This is an optimization exercise on Yosys and OpenROAD, whose aim is small area, not a production implementation.
Only simulation tests tie the RTL to the original design; equivalence was not proved.

==> design/flow/design.v <==
module matrix2 (clk,reset,segout,scanout);
input clk,reset;
output [7:0] segout;
output [2:0] scanout;
reg [2:0] a;
reg [2:0] s;
reg [6:0] u;
reg p;           
reg [2:0] k;
reg [3:0] t;
wire [7:0] seg;
wire [2:0] scan = s;
wire ta   = a[0] & a[1] & a[2];
wire last = u[6] & u[4] & u[3] & u[2] & u[1] & u[0];
wire wrap = ta & s[1] & last;
wire clr  = wrap | ~reset;
wire step = wrap & ~p;
wire ts = ta & s[0] & s[1] & s[2];
wire u1 = ts & u[0];
wire u2 = u1 & u[1];
wire u3 = u2 & u[2];
wire u4 = u3 & u[3];
wire u5 = u4 & u[4];
wire u6 = u5 & u[5];
reg kend;
reg [2:0] knext;
reg [3:0] tnext;
always @(*) begin
  kend = 1'b0; knext = 3'd0; tnext = 4'd0;
  case (k)
    3'd7: begin kend = (t == 4'd15); knext = 3'd6; tnext = 4'd0; end
    3'd6: begin kend = (t == 4'd9); knext = 3'd2; tnext = 4'd0; end
    3'd2: begin kend = (t == 4'd9); knext = 3'd3; tnext = 4'd0; end
    3'd3: begin kend = (t == 4'd9); knext = 3'd1; tnext = 4'd0; end
    3'd1: begin kend = (t == 4'd7); knext = 3'd5; tnext = 4'd0; end
    3'd5: begin kend = (t == 4'd7); knext = 3'd0; tnext = 4'd0; end
    3'd0: begin kend = (t == 4'd10); knext = 3'd7; tnext = 4'd7; end
    default: ;
  endcase
end
wire t1 = step & t[0];
wire t2 = t1 & t[1];
wire t3 = t2 & t[2];
wire ld = step & kend;
wire [2:0] kn = ({3{ld}} & knext) | ({3{~ld}} & k);
wire [3:0] tn = ({4{ld}} & tnext) | ({4{~ld}} & (t ^ {t3, t2, t1, step}));
always @(posedge clk) begin
  a <= {a[2] ^ (a[1] & a[0]), a[1] ^ a[0], ~a[0]} & {3{reset}};
  s <= {s[2] ^ (ta & s[1] & s[0]), s[1] ^ (ta & s[0]), s[0] ^ ta} & {3{~clr}};
  u <= (u ^ {u6, u5, u4, u3, u2, u1, ts}) & {7{~clr}};
  p <= (p ^ wrap) & reset;
  k <= (kn & {3{reset}}) | (3'd7 & {3{~reset}});
  t <= (tn & {4{reset}}) | (4'd6 & {4{~reset}});
end
  wire n19, n20, n21, n22, n23, n24, n25,
    n26, n27, n28, n29, n30, n31, n32, n33,
    n34, n35, n36, n37, n38, n39, n40, n41,
    n42, n43, n44, n45, n46, n47, n48, n49,
    n50, n51, n52, n53, n54, n55, n56, n57,
    n58, n59, n60, n61, n62, n63, n65, n66,
    n67, n68, n69, n70, n71, n72, n73, n74,
    n75, n76, n77, n78, n79, n80, n81, n82,
    n83, n84, n85, n86, n87, n88, n89, n90,
    n91, n92, n93, n94, n95, n96, n97, n98,
    n99, n100, n101, n103, n104, n105, n106,
    n107, n108, n109, n110, n111, n112, n113,
    n114, n115, n116, n117, n118, n119, n120,
    n121, n122, n123, n124, n125, n126, n127,
    n128, n130, n131, n132, n133, n134, n135,
    n136, n137, n138, n139, n140, n141, n142,
    n143, n144, n145, n146, n147, n148, n150,
    n151, n152, n153, n154, n155, n156, n157,
    n158, n159, n160, n161, n162, n163, n164,
    n165, n166, n167, n168, n169, n170, n171,
    n172, n173, n174, n175, n176, n177, n179,
    n180, n181, n182, n183, n184, n185, n186,
    n187, n188, n189, n190, n192, n193, n194,
    n196, n197, n198;
  assign n19 = ~t[1] & scan[1];
  assign n20 = ~t[0] & scan[0];
  assign n21 = t[1] & ~scan[1];
  assign n22 = ~n19 & ~n21;
  assign n23 = n20 & n22;
  assign n24 = ~n19 & ~n23;
  assign n25 = scan[2] & ~n24;
  assign n26 = ~scan[2] & n24;
  assign n27 = t[2] & ~n26;
  assign n28 = ~n25 & n27;
  assign n29 = ~t[2] & ~scan[2];
  assign n30 = t[1] & n29;
  assign n31 = t[0] & n30;
  assign n32 = ~n28 & ~n31;
  assign n33 = t[3] & ~n32;
  assign n34 = t[2] & t[1];
  assign n35 = ~t[3] & ~n34;
  assign n36 = k[1] & k[0];
  assign n37 = k[2] & n36;
  assign n38 = ~n35 & n37;
  assign n39 = ~n33 & n38;
  assign n40 = ~k[1] & ~k[0];
  assign n41 = ~n36 & ~n40;
  assign n42 = k[2] & ~n41;
  assign n43 = k[1] & ~t[1];
  assign n44 = ~n40 & ~n43;
  assign n45 = t[1] & t[0];
  assign n46 = ~t[2] & ~n45;
  assign n47 = ~n44 & n46;
  assign n48 = t[3] & ~n47;
  assign n49 = ~n42 & ~n48;
  assign n50 = ~n20 & ~n22;
  assign n51 = ~n23 & ~n50;
  assign n52 = ~k[1] & scan[0];
  assign n53 = t[0] & ~scan[0];
  assign n54 = ~n20 & ~n53;
  assign n55 = k[0] & ~n54;
  assign n56 = ~n52 & ~n55;
  assign n57 = t[3] & ~n56;
  assign n58 = n51 & n57;
  assign n59 = ~scan[1] & ~scan[0];
  assign n60 = ~k[1] & n59;
  assign n61 = scan[2] & ~n60;
  assign n62 = ~n58 & n61;
  assign n63 = n49 & ~n62;
  assign seg[7] = n39 | n63;
  assign n65 = ~n38 & ~n49;
  assign n66 = ~t[3] & n40;
  assign n67 = ~scan[1] & n29;
  assign n68 = n32 & n67;
  assign n69 = ~t[1] & ~t[0];
  assign n70 = ~n45 & ~n69;
  assign n71 = ~scan[0] & ~n70;
  assign n72 = n68 & n71;
  assign n73 = n66 & n72;
  assign n74 = ~n65 & ~n73;
  assign n75 = k[2] & ~k[1];
  assign n76 = ~n40 & ~n75;
  assign n77 = ~seg[7] & ~n76;
  assign n78 = n74 & ~n77;
  assign n79 = k[0] & t[3];
  assign n80 = scan[2] & scan[1];
  assign n81 = ~k[2] & k[1];
  assign n82 = n80 & n81;
  assign n83 = ~n79 & n82;
  assign n84 = scan[0] & n83;
  assign n85 = t[3] & scan[2];
  assign n86 = n32 & ~n85;
  assign n87 = ~n51 & ~n86;
  assign n88 = k[2] & ~k[0];
  assign n89 = n87 & n88;
  assign n90 = n54 & n89;
  assign n91 = ~n84 & ~n90;
  assign n92 = scan[1] & scan[0];
  assign n93 = n30 & ~n92;
  assign n94 = n39 & n93;
  assign n95 = ~n51 & ~n54;
  assign n96 = ~k[2] & ~n36;
  assign n97 = k[0] & n96;
  assign n98 = ~n95 & n97;
  assign n99 = n28 & n98;
  assign n100 = ~n94 & ~n99;
  assign n101 = n91 & n100;
  assign seg[6] = n78 & n101;
  assign n103 = t[1] & scan[0];
  assign n104 = t[3] & ~n103;
  assign n105 = ~k[1] & ~n104;
  assign n106 = ~k[2] & t[3];
  assign n107 = ~t[1] & n106;
  assign n108 = n54 & n107;
  assign n109 = ~n105 & ~n108;
  assign n110 = n80 & ~n109;
  assign n111 = ~n78 & ~n110;
  assign n112 = ~n30 & ~n87;
  assign n113 = n98 & ~n112;
  assign n114 = k[2] & k[0];
  assign n115 = ~n52 & n114;
  assign n116 = t[0] & n115;
  assign n117 = n68 & n116;
  assign n118 = ~k[1] & ~scan[0];
  assign n119 = n110 & ~n118;
  assign n120 = n59 & n70;
  assign n121 = ~k[1] & n85;
  assign n122 = ~n120 & n121;
  assign n123 = n119 & ~n122;
  assign n124 = ~n65 & ~n123;
  assign n125 = ~n83 & n124;
  assign n126 = ~n117 & n125;
  assign n127 = ~n89 & n126;
  assign n128 = ~n113 & n127;
  assign seg[5] = ~n111 & n128;
  assign n130 = n72 & n114;
  assign n131 = ~t[3] & ~n20;
  assign n132 = n68 & n131;
  assign n133 = ~n32 & n40;
  assign n134 = ~n93 & ~n122;
  assign n135 = t[0] & scan[0];
  assign n136 = ~n66 & ~n135;
  assign n137 = n96 & ~n136;
  assign n138 = ~t[0] & ~n96;
  assign n139 = ~n115 & n138;
  assign n140 = ~n137 & ~n139;
  assign n141 = ~n134 & ~n140;
  assign n142 = ~t[1] & n92;
  assign n143 = n122 & ~n142;
  assign n144 = ~n65 & ~n143;
  assign n145 = ~n141 & n144;
  assign n146 = ~n133 & n145;
  assign n147 = ~n132 & n146;
  assign n148 = ~n130 & n147;
  assign seg[4] = n91 & n148;
  assign n150 = ~k[0] & n81;
  assign n151 = k[1] & ~n54;
  assign n152 = n132 & n151;
  assign n153 = ~n32 & ~n95;
  assign n154 = n85 & n95;
  assign n155 = ~n153 & ~n154;
  assign n156 = n81 & ~n155;
  assign n157 = ~n110 & ~n156;
  assign n158 = ~n152 & n157;
  assign n159 = ~n150 & ~n158;
  assign n160 = ~n75 & ~n81;
  assign n161 = ~n139 & n160;
  assign n162 = scan[0] & ~n161;
  assign n163 = ~scan[2] & ~n70;
  assign n164 = n150 & ~n163;
  assign n165 = ~n51 & ~n150;
  assign n166 = n51 & ~n75;
  assign n167 = ~n165 & ~n166;
  assign n168 = ~n164 & n167;
  assign n169 = n28 & n168;
  assign n170 = ~n162 & n169;
  assign n171 = ~n93 & ~n170;
  assign n172 = scan[1] & n75;
  assign n173 = ~t[0] & n150;
  assign n174 = ~n172 & ~n173;
  assign n175 = ~n162 & n174;
  assign n176 = ~n171 & ~n175;
  assign n177 = n74 & ~n176;
  assign seg[3] = ~n159 & n177;
  assign n179 = ~n40 & ~n119;
  assign n180 = ~seg[7] & ~n179;
  assign n181 = t[2] & ~n36;
  assign n182 = ~n51 & n181;
  assign n183 = ~n55 & ~n182;
  assign n184 = ~n160 & ~n183;
  assign n185 = n153 & n184;
  assign n186 = k[0] & n84;
  assign n187 = ~n65 & ~n186;
  assign n188 = n31 & n167;
  assign n189 = n187 & ~n188;
  assign n190 = ~n185 & n189;
  assign seg[2] = ~n180 & n190;
  assign n192 = ~n110 & ~n185;
  assign n193 = ~k[0] & ~n192;
  assign n194 = ~n169 & n187;
  assign seg[1] = ~n193 & n194;
  assign n196 = n87 & n164;
  assign n197 = n83 & ~n164;
  assign n198 = n124 & ~n197;
  assign seg[0] = ~n196 & n198;
assign scanout = scan;
assign segout = seg;
endmodule
==> design/flow/flow/run.sh <==
#!/bin/bash
# Standard ORFS layout (standard.sh), with three changes to how it is made:
#  - synthesis maps logic with an area-oriented ABC script (flow/abc_area.script,
#    used through ABC_AREA=1 from a copy of the ORFS scripts folder);
#  - no half/full-adder cells are extracted before ABC (ADDER_MAP_FILE empty);
#  - port buffers use the smallest buffer, sky130_fd_sc_hd__buf_1.
# Registers, their names and cell types are those of the standard synthesis.
set -euo pipefail
W=$(pwd)
rm -rf "$W/scripts_own"
mkdir -p "$W/scripts_own"
cp -r "$FLOW_HOME/scripts/." "$W/scripts_own/"
cp "$W/flow/abc_area.script" "$W/scripts_own/abc_area.script"
export SCRIPTS_DIR="$W/scripts_own"
export ADDER_MAP_FILE=
export BUFFER_PORTS_ARGS="-buffer_cell sky130_fd_sc_hd__buf_1"
bash "$W/standard.sh" > "$W/standard_flow.log" 2>&1
==> design/flow/flow/abc_area.script <==
strash
&get -n
&dc2
&dch -f
&nf -R 1000 -p -F 8 -A 4
&put
topo
stime -c
==> design/flow/standard.sh <==
#!/bin/bash
# synth_recipe.tcl (not shown) runs the flow's synth.tcl, then flattens the netlist and writes it again
# the make line also repeats each setting of config.mk as NAME=value (left out here)
make -C /OpenROAD-flow-scripts/flow DESIGN_CONFIG=/design/flow/config.mk WORK_HOME=/design/flow/orfs CLKGATE_MAP_FILE= SYNTH_SCRIPT=/design/flow/synth_recipe.tcl "${@:-finish}"
==> design/flow/config.mk <==
export PLATFORM = sky130hd
export DESIGN_NAME = matrix2
export DESIGN_NICKNAME = matrix2
export VERILOG_FILES = /design/flow/design.v
export SDC_FILE = /design/flow/constraint.sdc
export NUM_CORES = 4
export LEC_CHECK = 0
export ABC_AREA = 1
export CAP_MARGIN = 20
export CORE_MARGIN = 2
export CORE_UTILIZATION = 40
export CTS_BUF_LIST = sky130_fd_sc_hd__clkbuf_4
export CTS_CLUSTER_DIAMETER = 100
export CTS_CLUSTER_SIZE = 10
export SLEW_MARGIN = 20
==> design/flow/constraint.sdc <==
create_clock -name core_clock -period 10.0 [get_ports {clk}]
set_input_delay 2.0000 -clock core_clock [delete_from_list [all_inputs] [get_ports {clk}]]
set_output_delay 2.0000 -clock core_clock [all_outputs]
set_load 0.01 [all_outputs]
==> run summary <==
==> final timing paths <==
path | slack [ns] | cells after the start | to | from
max | 4.68 | 11 | segout[5] | s[0]$_DFF_P_
min | 0.50 | 2 | u[6]$_DFF_P_ | u[6]$_DFF_P_
max reg2reg | 7.18 | 8 | t[1]$_DFF_P_ | k[1]$_DFF_P_
min reg2reg | 0.50 | 2 | u[6]$_DFF_P_ | u[6]$_DFF_P_
==> cell families after synthesis <==
| logic type | after synthesis |
|---|---|
| xor gates and xnor gates | 8 |
| adders and majority gates | 1 |
| DFF | 21 |
| buffers and inverters | 5 |
| and+or+nand+nor | 96 |
| AOI/OAI and AO/OA | 71 |
==> routing by layer <==
metal | vias up | GRT usage
met2 | 68 | 0.380
li1 | 781 | -
met3 | 12 | 0.0321
met5 | - | 0
met1 | 749 | 0.251
met4 | 0 | 0.111
==> worst max-delay path: stages (launching register included) <==
cell and delay, ns:
dfxtp_1 0.65, clkinv_1 0.29, nor2_1 0.26, maj3_1 0.24, a21o_1 0.20, nand2_1 0.12
nor4_1 0.51, nand2_1 0.12, o21ai_0 0.24, nand2b_1 0.16, a211oi_1 0.07, buf_1 0.15
==> flip-flops by register name, summed over array words and instances (netlist names) <==
name / count
a: 3
k: 3
p: 1
s: 3
t: 4
u: 7
==> layout make-up <==
type | count | area [µm²]
tap | 46 | 57.6
sequential | 21 | 420
multi-input combinational | 176 | 972
inverter | 5 | 18.8
timing repair buffer | 12 | 45.0
clock buffer | 4 | 30.0
fill | 379 | 1820
==> Yosys cell counts (2+ instances only) <==
| library cell | n |
|---|---|
| and2_0 | 3 |
| o21ai_0 | 15 |
| nor4_1 | 3 |
| nand3_1 | 8 |
| nand4_1 | 2 |
| nor2b_1 | 4 |
| nand2b_1 | 3 |
| a21oi_1 | 24 |
| nor2_1 | 23 |
| xor2_1 | 4 |
| a31oi_1 | 3 |
| nand2_1 | 28 |
| a21o_1 | 4 |
| xnor2_1 | 4 |
| a221oi_1 | 2 |
| o31ai_1 | 2 |
| a211oi_1 | 5 |
| nor3_1 | 13 |
| o21a_1 | 5 |
| clkinv_1 | 5 |
| a41oi_1 | 2 |
| dfxtp_1 | 21 |
| and3_1 | 5 |
==> metrics by stage <==
stage	utilization	instances	worst slack (ns)	area (µm²)
final	0.459	264	4.68	1540
after global routing	0.459	264	4.28	1540
after CTS	0.459	264	4.76	1540
after detailed placement	0.450	260	5.12	1510
after global placement	0.450	260	5.27	1510
after floorplan	-	202	5.62	1410
==> report_power, final <==
group          internal [mW]  switching [mW]
Sequential            0.0845         0.00103
Clock                 0.0183          0.0242
Combinational        0.00117         0.00218
==> results_dict.tcl <==
set metrics [dict create \
    post_drt_wl_per_cell_um 15.7 \
    fin_skew_ns 0.00978 \
    yosys_warnings 1 \
    syn_to_final_growth_pct 9.40 \
    synth_nets 204 \
    p_total_mw 0.131 \
    p_per_area_nw_per_um2 85.1 \
    worstSkewPairLatency_ns 0.30 \
    tightest_slew_ns 0.707 \
    ys.flop_type "dfxtp_1" \
    synthMuxAreaShare 0 \
    cts.clk_slew.worst_paths_ns 0.10 \
    synth_fa_ha_area_frac 0.00709 \
    netlist.area_leader.share 0.298 \
    setup_tns_ns 0 \
    cts_max_path_buffers 2 \
    critical_path_class "reg2out" \
    synth_top_family_by_area "simple AND/OR/NAND/NOR gates" \
    drtPass1Iterations 4 \
    yosys.area_share.simple 0.319 \
    layout_min_cycle_time_ns 5.32 \
    grt_max_degree 21 \
    synth_top_cell_by_area "dfxtp_1" \
    synth_seq_area_share 0.298 \
    wl_met2_um 2010 \
    endpoint_kind "primary output" \
    drv_cap 0 \
    synth_compound_area_frac 0.313 \
    drv_slew 0 \
    wl_um 4140 \
    syn_avg_cell_area_um2 6.99 \
    p_leak_nw 0.581 \
    yosys-top-cells-area "dfxtp_1 (30%), a21oi_1 (8.5%), nand2_1 (7.4%), nor2_1 (6.1%), o21ai_0 (5.3%)" \
    rows 21 \
    hpwl_um 3110 \
    wl_met3_um 321 \
    setup_viol 0 \
    grt_first_pass_wirelength_um 6900 \
    grtUsageTotal 0.216 \
    drc_errors 0 \
    fmax_ghz 0.188 \
    finalWeightedCongestion 0.977 \
    period_share 0.532 \
    initial_core_util 0.420 \
    syn_inst 202 \
    synth_seq_cells 21 \
    cp_max_fo 14 \
    hp-class "reg2reg" \
    synth-edff-count 0 \
    rsz0062_at_grt "no" \
    ios 13 \
    critPathLaunchType "register" \
    top_layer "met4" \
    drt_iter0_markers 189 \
    nNetsFinal 221 \
    grt_antenna_before_repair 0 \
    worst_ep_required_time_ns 8.00 \
    drive_above_1_share 0.0183 \
    async_flop_share 0 \
    synth_area_um2 1410 \
    root_buffer "clkbuf_4" \
    arrival_ns 3.32 \
    ir_drop_mv 0.0518 \
    cts_htree_levels 1 \
    ant_nets 0 \
    numCtsBuffers 3 \
    cts_tree "done" \
    cts_resized 0 \
    dieArea_um2 4020 \
    timing_hold_violations_final 0 \
    fp.coreArea_um2 3360 \
    grt_pass1_vias 1528 \
    die_h_um 63.4 \
    ys_types 37 \
    post-cts-setup-buffers 0 \
    diodes 0 \
    via_count 1610 \
    io_buffers 12 \
    vias_per_cell 6.10 \
    status "no timing/DRC/antenna violations" \
    overflow 0 \
    layout_commonest_cell "nand2_1" \
    cts_sinks 21 \
    hold_ws_ns 0.497 \
    hold_buffers 0 \
    most-common-layout-cells "nand2_1 (28), a21oi_1 (24), nor2_1 (23), dfxtp_1 (21), o21ai_0 (15)" \
    drt-met1-wl_um 1690 \
    slew_headroom 0.528 \
    die-width_um 63.4 \
    synthXorXnorAreaFrac 0.0496 \
]

[re-timing with driven ports]
The results above use ideal ports. As a check the final layout listed here was re-extracted and re-timed, cells and wires unchanged.
Step 1 assumes that a clkbuf_16 drives the clock port and a buf_2 every other input.
Step 2 times the ports against the registers' clock, not the clock port: input delays grow and output delays shrink by t, the midpoint of the rising clock arrivals with the driver on.
Slacks: ideal / step 1 / step 2; pairs: ideal / step 1.
shift t [ns]: 0.320
setup WS [ns]: 4.684 / 4.660 / 4.980
hold slack, ns: 0.497 / 0.497 / 0.497
After both steps this run still meets setup and hold. For this run, drivers alone change the setup slack by -0.024 ns; drivers and shift together by +0.296 ns.
